Context: an optimization exercise on an open-source flow, tuned for small area and a short achievable clock period. The choices shown serve that exercise and are no tape-out recipe.
Where RTL was checked, it was by simulation tests only, not by an equivalence proof against the original.
No activity file was given, so power comes from the tool's default toggle rates.

==> flow/design.v <==
module alu (input [7:0] b, a,
            input [2:0] op,
            output reg [7:0] y);
wire       sub = op[0];
wire [7:0] bx  = b ^ {8{sub}};
wire [7:0] p0  = a ^ bx;
wire [7:0] g0  = a & bx;
wire [7:0] g1, p1, g2, p2, g3;
assign g1[0] = g0[0] | (p0[0] & sub);
assign p1[0] = 1'b0;
genvar i;
generate
    for (i = 1; i < 8; i = i + 1)
    begin : l1
        assign g1[i] = g0[i] | (p0[i] & (i == 1 ? g1[0] : g0[i-1]));
        assign p1[i] = p0[i] & p0[i-1];
    end
    for (i = 0; i < 8; i = i + 1)
    begin : l2
        if (i < 2)
        begin : lo
            assign g2[i] = g1[i];
            assign p2[i] = 1'b0;
        end
        else
        begin : hi
            assign g2[i] = g1[i] | (p1[i] & g1[i-2]);
            assign p2[i] = p1[i] & p1[i-2];
        end
    end
    for (i = 0; i < 8; i = i + 1)
    begin : l3
        if (i < 4)
        begin : lo
            assign g3[i] = g2[i];
        end
        else
        begin : hi
            assign g3[i] = g2[i] | (p2[i] & g2[i-4]);
        end
    end
endgenerate
wire [7:0] sum = p0 ^ {g3[6:0], sub};
wire [7:0] rsn = (|b[7:3]) ? 8'b0 : (a >> b[2:0]);
always @*
begin
    case (op)
        3'd0: y = a | b;
        3'd1: y = a & b;
        3'd2: y = ~a;
        3'd3: y = a ^ b;
        3'd4, 3'd5: y = sum;
        3'd6: y = b;
        default: y = rsn;
    endcase
end
endmodule
module pc (input clk, reset, jump, freeze,
           input [7:0] jmpaddr,
           output reg [7:0] data);
always @(posedge clk)
begin
    if (reset)
        data <= 8'b0;
    else if (jump)
        data <= jmpaddr;
    else if (!freeze)
        data <= data + 8'd1;
end
endmodule
module regfile (input clk, reset, we,
                input [1:0] wsel, rsel1, rsel2,
                input [7:0] wdata,
                output [7:0] read1, read2, v1, v2);
reg [7:0] r0, r1, r2, r3;
wire [7:0] d = reset ? 8'b0 : wdata;
always @(posedge clk)
begin
    if (reset || (we && wsel == 2'd0)) r0 <= d;
    if (reset || (we && wsel == 2'd1)) r1 <= d;
    if (reset || (we && wsel == 2'd2)) r2 <= d;
    if (reset || (we && wsel == 2'd3)) r3 <= d;
end
function [7:0] sel4(input [1:0] s, input [7:0] x0, x1, x2, x3);
    case (s)
        2'd0: sel4 = x0;
        2'd1: sel4 = x1;
        2'd2: sel4 = x2;
        default: sel4 = x3;
    endcase
endfunction
assign read1 = sel4(rsel1, r0, r1, r2, r3);
assign read2 = sel4(rsel2, r0, r1, r2, r3);
assign v1    = reset ? 8'b0 : r0;
assign v2    = reset ? 8'b0 : r1;
endmodule
module control (input clk, reset, interrupt,
                input [7:0] datamem_data, datamem_address, usermem_data_in,
                input [7:0] read1, read2, alu_out,
                output [1:0] rsel1, rsel2, wsel,
                output we,
                output [7:0] wdata,
                output reg [7:0] usermem_address, usermem_data_out, pc_jmpaddr,
                output reg rw,
                output pc_jump, pc_freeze);
localparam S0   = 3'd0;   
localparam S1   = 3'd1;   
localparam S2J  = 3'd2;   
localparam S2S  = 3'd3;   
localparam S3   = 3'd4;   
localparam S4   = 3'd5;   
localparam S56  = 3'd6;   
reg [2:0] stage;
reg [7:0] sp;
reg [7:0] regdata;           
reg [3:0] ins;               
wire [7:0] dd = datamem_data;
wire [3:0] hi = dd[7:4];
wire s0  = (stage == S0);
wire s1  = (stage == S1);
wire s4  = (stage == S4);
wire s56 = (stage == S56);
wire run = !interrupt && !reset;
wire rst = !interrupt && reset;   
wire eq  = (read1 == read2);
wire op_alu  = !dd[7];
wire op_jmp  = (hi == 4'h9);
wire op_call = (hi == 4'ha);
wire op_b    = (hi == 4'hb);
wire op_rts  = op_b && dd[3:0] == 4'h0;
wire op_stsp = op_b && dd[3:0] == 4'h1;
wire op_pop  = op_b && dd[3:0] == 4'h2;
wire op_ldsp = op_b && dd[3:0] == 4'h4;
wire op_push = op_b && dd[3:0] == 4'h8;
wire op_ieq  = (hi == 4'hc);
wire op_ine  = (hi == 4'hd);
wire op_two  = dd[7] && !dd[4] && !dd[5] && !dd[6] || (hi == 4'he) || (hi == 4'hf);
wire ins_ld  = (ins[3:2] == 2'b00);
wire ins_st  = (ins[3:2] == 2'b10);
wire ins_lum = (ins[3:2] == 2'b11);
assign rsel1 = dd[3:2];
assign rsel2 = dd[1:0];
assign wsel  = s1 ? ins[1:0] : dd[1:0];
assign pc_jump   = (stage == S2J) || s4;
assign pc_freeze = s56;
assign we    = !interrupt && ((s0 && (op_alu || op_stsp)) || (s1 && !ins_st));
assign wdata = s1 ? (ins_ld ? dd : regdata) : (dd[7] ? sp : alu_out);
wire       sp_dec = dd[4] && !dd[3];         
wire [7:0] sp_x   = sp ^ {8{sp_dec}};    
wire [7:0] sp_t;
assign sp_t[0] = 1'b1;
genvar k;
generate
    for (k = 1; k < 8; k = k + 1)
    begin : spt
        assign sp_t[k] = sp_t[k-1] & sp_x[k-1];
    end
endgenerate
wire [7:0] sp_pm  = sp ^ sp_t;
always @(posedge clk)
begin
    ins <= {dd[5:4], dd[1:0]};
    if (!interrupt && s0)
        usermem_data_out <= (!dd[6] && !dd[4]) ? datamem_address : read1;
    if (interrupt || reset || (s0 && (op_jmp || op_call)) || s4)
        pc_jmpaddr <= interrupt ? 8'hfd : reset ? 8'h00 : s4 ? usermem_data_in : read2;
    if (rst || (run && ((s0 && (op_alu || op_stsp)) || (s1 && ins_ld) || s56)))
        regdata <= reset ? 8'h00 : s56 ? usermem_data_in : wdata;
    if (rst || (run && s0 && (op_call || op_rts || op_pop || op_push || op_ldsp)))
        sp <= reset ? 8'h00 : op_ldsp ? read1 : sp_pm;
    if (rst || (run && ((s0 && (op_call || op_rts || op_pop || op_push)) || (s1 && !ins_ld))))
        usermem_address <= reset ? 8'h00 : s1 ? dd : op_push ? sp_pm : sp;
    if (!interrupt)
        rw <= !reset && ((s0 && (op_call || op_push)) || (s1 && ins_st));
    if (interrupt || reset)
        stage <= S2J;
    else
        case (stage)
        S0:
            if (op_jmp || op_call)                stage <= S2J;
            else if (op_rts)                      stage <= S4;
            else if (op_pop)                      stage <= S56;
            else if ((op_ieq && eq) || (op_ine && !eq)) stage <= S3;
            else if (op_two)                      stage <= S1;
            else                                  stage <= S0;
        S1:  stage <= ins_lum ? S56 : S0;
        S3:  stage <= (hi <= 4'hd) ? S0 : S2S;
        S4:  stage <= S2J;
        default: stage <= S0;     
        endcase
end
endmodule
module cpu(input clk, reset, interrupt,
           input [7:0] datamem_data, usermem_data_in,
           output [7:0] datamem_address, usermem_address, usermem_data_out,
           output rw,
           output [7:0] v1, v2);
    wire [1:0] rsel1, rsel2, wsel;
    wire [7:0] pc_jumpaddr, wdata, read1, read2, alu_out;
    wire we, pc_jump, pc_freeze;
    pc pc0(clk, reset, pc_jump, pc_freeze, pc_jumpaddr, datamem_address);
    regfile reg0(clk, reset, we, wsel, rsel1, rsel2, wdata, read1, read2, v1, v2);
    alu alu0(read1, read2, datamem_data[6:4], alu_out);
    control cntrl0(clk, reset, interrupt, datamem_data, datamem_address, usermem_data_in,
                   read1, read2, alu_out, rsel1, rsel2, wsel, we, wdata,
                   usermem_address, usermem_data_out, pc_jumpaddr, rw, pc_jump, pc_freeze);
endmodule
==> flow/config.mk <==
export PLATFORM = sky130hd
export DESIGN_NAME = cpu
export DESIGN_NICKNAME = cpu
export VERILOG_FILES = /design/flow/design.v
export SDC_FILE = /design/flow/constraint.sdc
export NUM_CORES = 4
export LEC_CHECK = 0
export CAP_MARGIN = 20
export CORE_MARGIN = 2
export CORE_UTILIZATION = 55
export CTS_BUF_LIST = sky130_fd_sc_hd__clkbuf_8
export CTS_CLUSTER_SIZE = 30
export PLACE_DENSITY = 0.8
export SETUP_SLACK_MARGIN = 4.3
export SLEW_MARGIN = 20
==> flow/constraint.sdc <==
create_clock -name core_clock -period 8.5 [get_ports {clk}]
set_input_delay 1.7000 -clock core_clock [delete_from_list [all_inputs] [get_ports {clk}]]
set_output_delay 1.7000 -clock core_clock [all_outputs]
set_load 0.01 [all_outputs]
standard.sh (not shown) runs the stock make flow with config.mk's settings and CLKGATE_MAP_FILE= SYNTH_SCRIPT=/design/flow/synth_recipe.tcl, a recipe that flattens the netlist after the stock synthesis.
==> flow/flow/run.sh <==
#!/bin/bash
# The standard layout (the standard.sh) with two changes: the port
# buffers are plain buf cells instead of the default delay-buffer cell, and
# Yosys does not map adders to the library's fixed half/full-adder cells
# (ABC maps that logic with the rest). Registers are untouched. ORFS writes
# each step's full log under orfs/logs; make's output goes to layout.log.
set -euo pipefail
bash standard.sh "ADDER_MAP_FILE=" "BUFFER_PORTS_ARGS=-buffer_cell sky130_fd_sc_hd__buf_2" finish > layout.log 2>&1
Rerun with:
--- a/flow/design.v
+++ b/flow/design.v
@@ -1,12 +1,8 @@
-module alu (input [7:0] b, a,
-            input [2:0] op,
-            output reg [7:0] y);
-wire       sub = op[0];
-wire [7:0] bx  = b ^ {8{sub}};
-wire [7:0] p0  = a ^ bx;
-wire [7:0] g0  = a & bx;
+module ksadd (input [7:0] a, b, input cin, output [7:0] s);
+wire [7:0] p0 = a ^ b;
+wire [7:0] g0 = a & b;
 wire [7:0] g1, p1, g2, p2, g3;
-assign g1[0] = g0[0] | (p0[0] & sub);
+assign g1[0] = g0[0] | (p0[0] & cin);
 assign p1[0] = 1'b0;
 genvar i;
 generate
@@ -40,8 +36,16 @@
         end
     end
 endgenerate
-wire [7:0] sum = p0 ^ {g3[6:0], sub};
-wire [7:0] rsn = (|b[7:3]) ? 8'b0 : (a >> b[2:0]);
+assign s = p0 ^ {g3[6:0], cin};
+endmodule
+module alu (input [7:0] b, a,
+            input [2:0] op,
+            input b_big,         
+            output reg [7:0] y);
+wire [7:0] add, sub;
+ksadd add0(a, b, 1'b0, add);
+ksadd sub0(a, ~b, 1'b1, sub);
+wire [7:0] rsn = b_big ? 8'b0 : (a >> b[2:0]);
 always @*
 begin
     case (op)
@@ -49,7 +53,8 @@
         3'd1: y = a & b;
         3'd2: y = ~a;
         3'd3: y = a ^ b;
-        3'd4, 3'd5: y = sum;
+        3'd4: y = add;
+        3'd5: y = sub;
         3'd6: y = b;
         default: y = rsn;
     endcase
@@ -71,7 +76,8 @@
 module regfile (input clk, reset, we,
                 input [1:0] wsel, rsel1, rsel2,
                 input [7:0] wdata,
-                output [7:0] read1, read2, v1, v2);
+                output [7:0] read1, read2, v1, v2,
+                output read1_big);    
 reg [7:0] r0, r1, r2, r3;
 wire [7:0] d = reset ? 8'b0 : wdata;
 always @(posedge clk)
@@ -90,6 +96,8 @@
     endcase
 endfunction
 assign read1 = sel4(rsel1, r0, r1, r2, r3);
+wire [3:0] big = {|r3[7:3], |r2[7:3], |r1[7:3], |r0[7:3]};
+assign read1_big = big[rsel1];
 assign read2 = sel4(rsel2, r0, r1, r2, r3);
 assign v1    = reset ? 8'b0 : r0;
 assign v2    = reset ? 8'b0 : r1;
@@ -197,10 +205,10 @@
            output [7:0] v1, v2);
     wire [1:0] rsel1, rsel2, wsel;
     wire [7:0] pc_jumpaddr, wdata, read1, read2, alu_out;
-    wire we, pc_jump, pc_freeze;
+    wire we, pc_jump, pc_freeze, read1_big;
     pc pc0(clk, reset, pc_jump, pc_freeze, pc_jumpaddr, datamem_address);
-    regfile reg0(clk, reset, we, wsel, rsel1, rsel2, wdata, read1, read2, v1, v2);
-    alu alu0(read1, read2, datamem_data[6:4], alu_out);
+    regfile reg0(clk, reset, we, wsel, rsel1, rsel2, wdata, read1, read2, v1, v2, read1_big);
+    alu alu0(read1, read2, datamem_data[6:4], read1_big, alu_out);
     control cntrl0(clk, reset, interrupt, datamem_data, datamem_address, usermem_data_in,
                    read1, read2, alu_out, rsel1, rsel2, wsel, we, wdata,
                    usermem_address, usermem_data_out, pc_jumpaddr, rw, pc_jump, pc_freeze);
Result: The changed run passed the timing, design-rule and antenna checks; routed wire length barely changes; count of clock-buffer cells in the layout does not change; synthesized cell count shrinks by 1.8%; via count shrinks by 1.1%; critical path depth does not change; total power shrinks by 5.6%; clock power shrinks by 14%; hold slack improved by 0.0077 ns; worst setup slack improved by 0.38 ns; sequential share of layout area grows by 1.3 points; global-route usage grows by 0.93 points; maximum frequency grows by 9.2%; cell area shrinks by 3.6%; combinational power shrinks by 6.7%.
For the second run of this note, only the layout was checked, not whether the RTL still works.

==> separate check: timing with driven ports <==
No port has a modelled driver above. Below, the same layouts with a new extraction and two added sets of constraints.
Step 1 assumes that a clkbuf_16 drives the clock port and a buf_2 every other input.
Step 2, shift: input delay + t, output delay - t, t = (earliest + latest rising clock arrival at the registers) / 2. This alone moves slack from input paths to output paths.
Three values: ideal ports, drivers, drivers and shift; two values: the first two.
run | shift t [ns] | setup slack, ns | worst setup path after step 2 | clock arrival spread, ns
the first run | 0.417 | 3.985 / 3.924 / 3.507 | input to register | 0.012 / 0.011
the second run | 0.418 | 4.366 / 4.333 / 3.915 | input to register | 0.019 / 0.020
After both steps setup and hold are still met in every run listed. The setup slack of the first run, which loses most, moves by -0.061 ns with the drivers and by -0.478 ns with both steps.
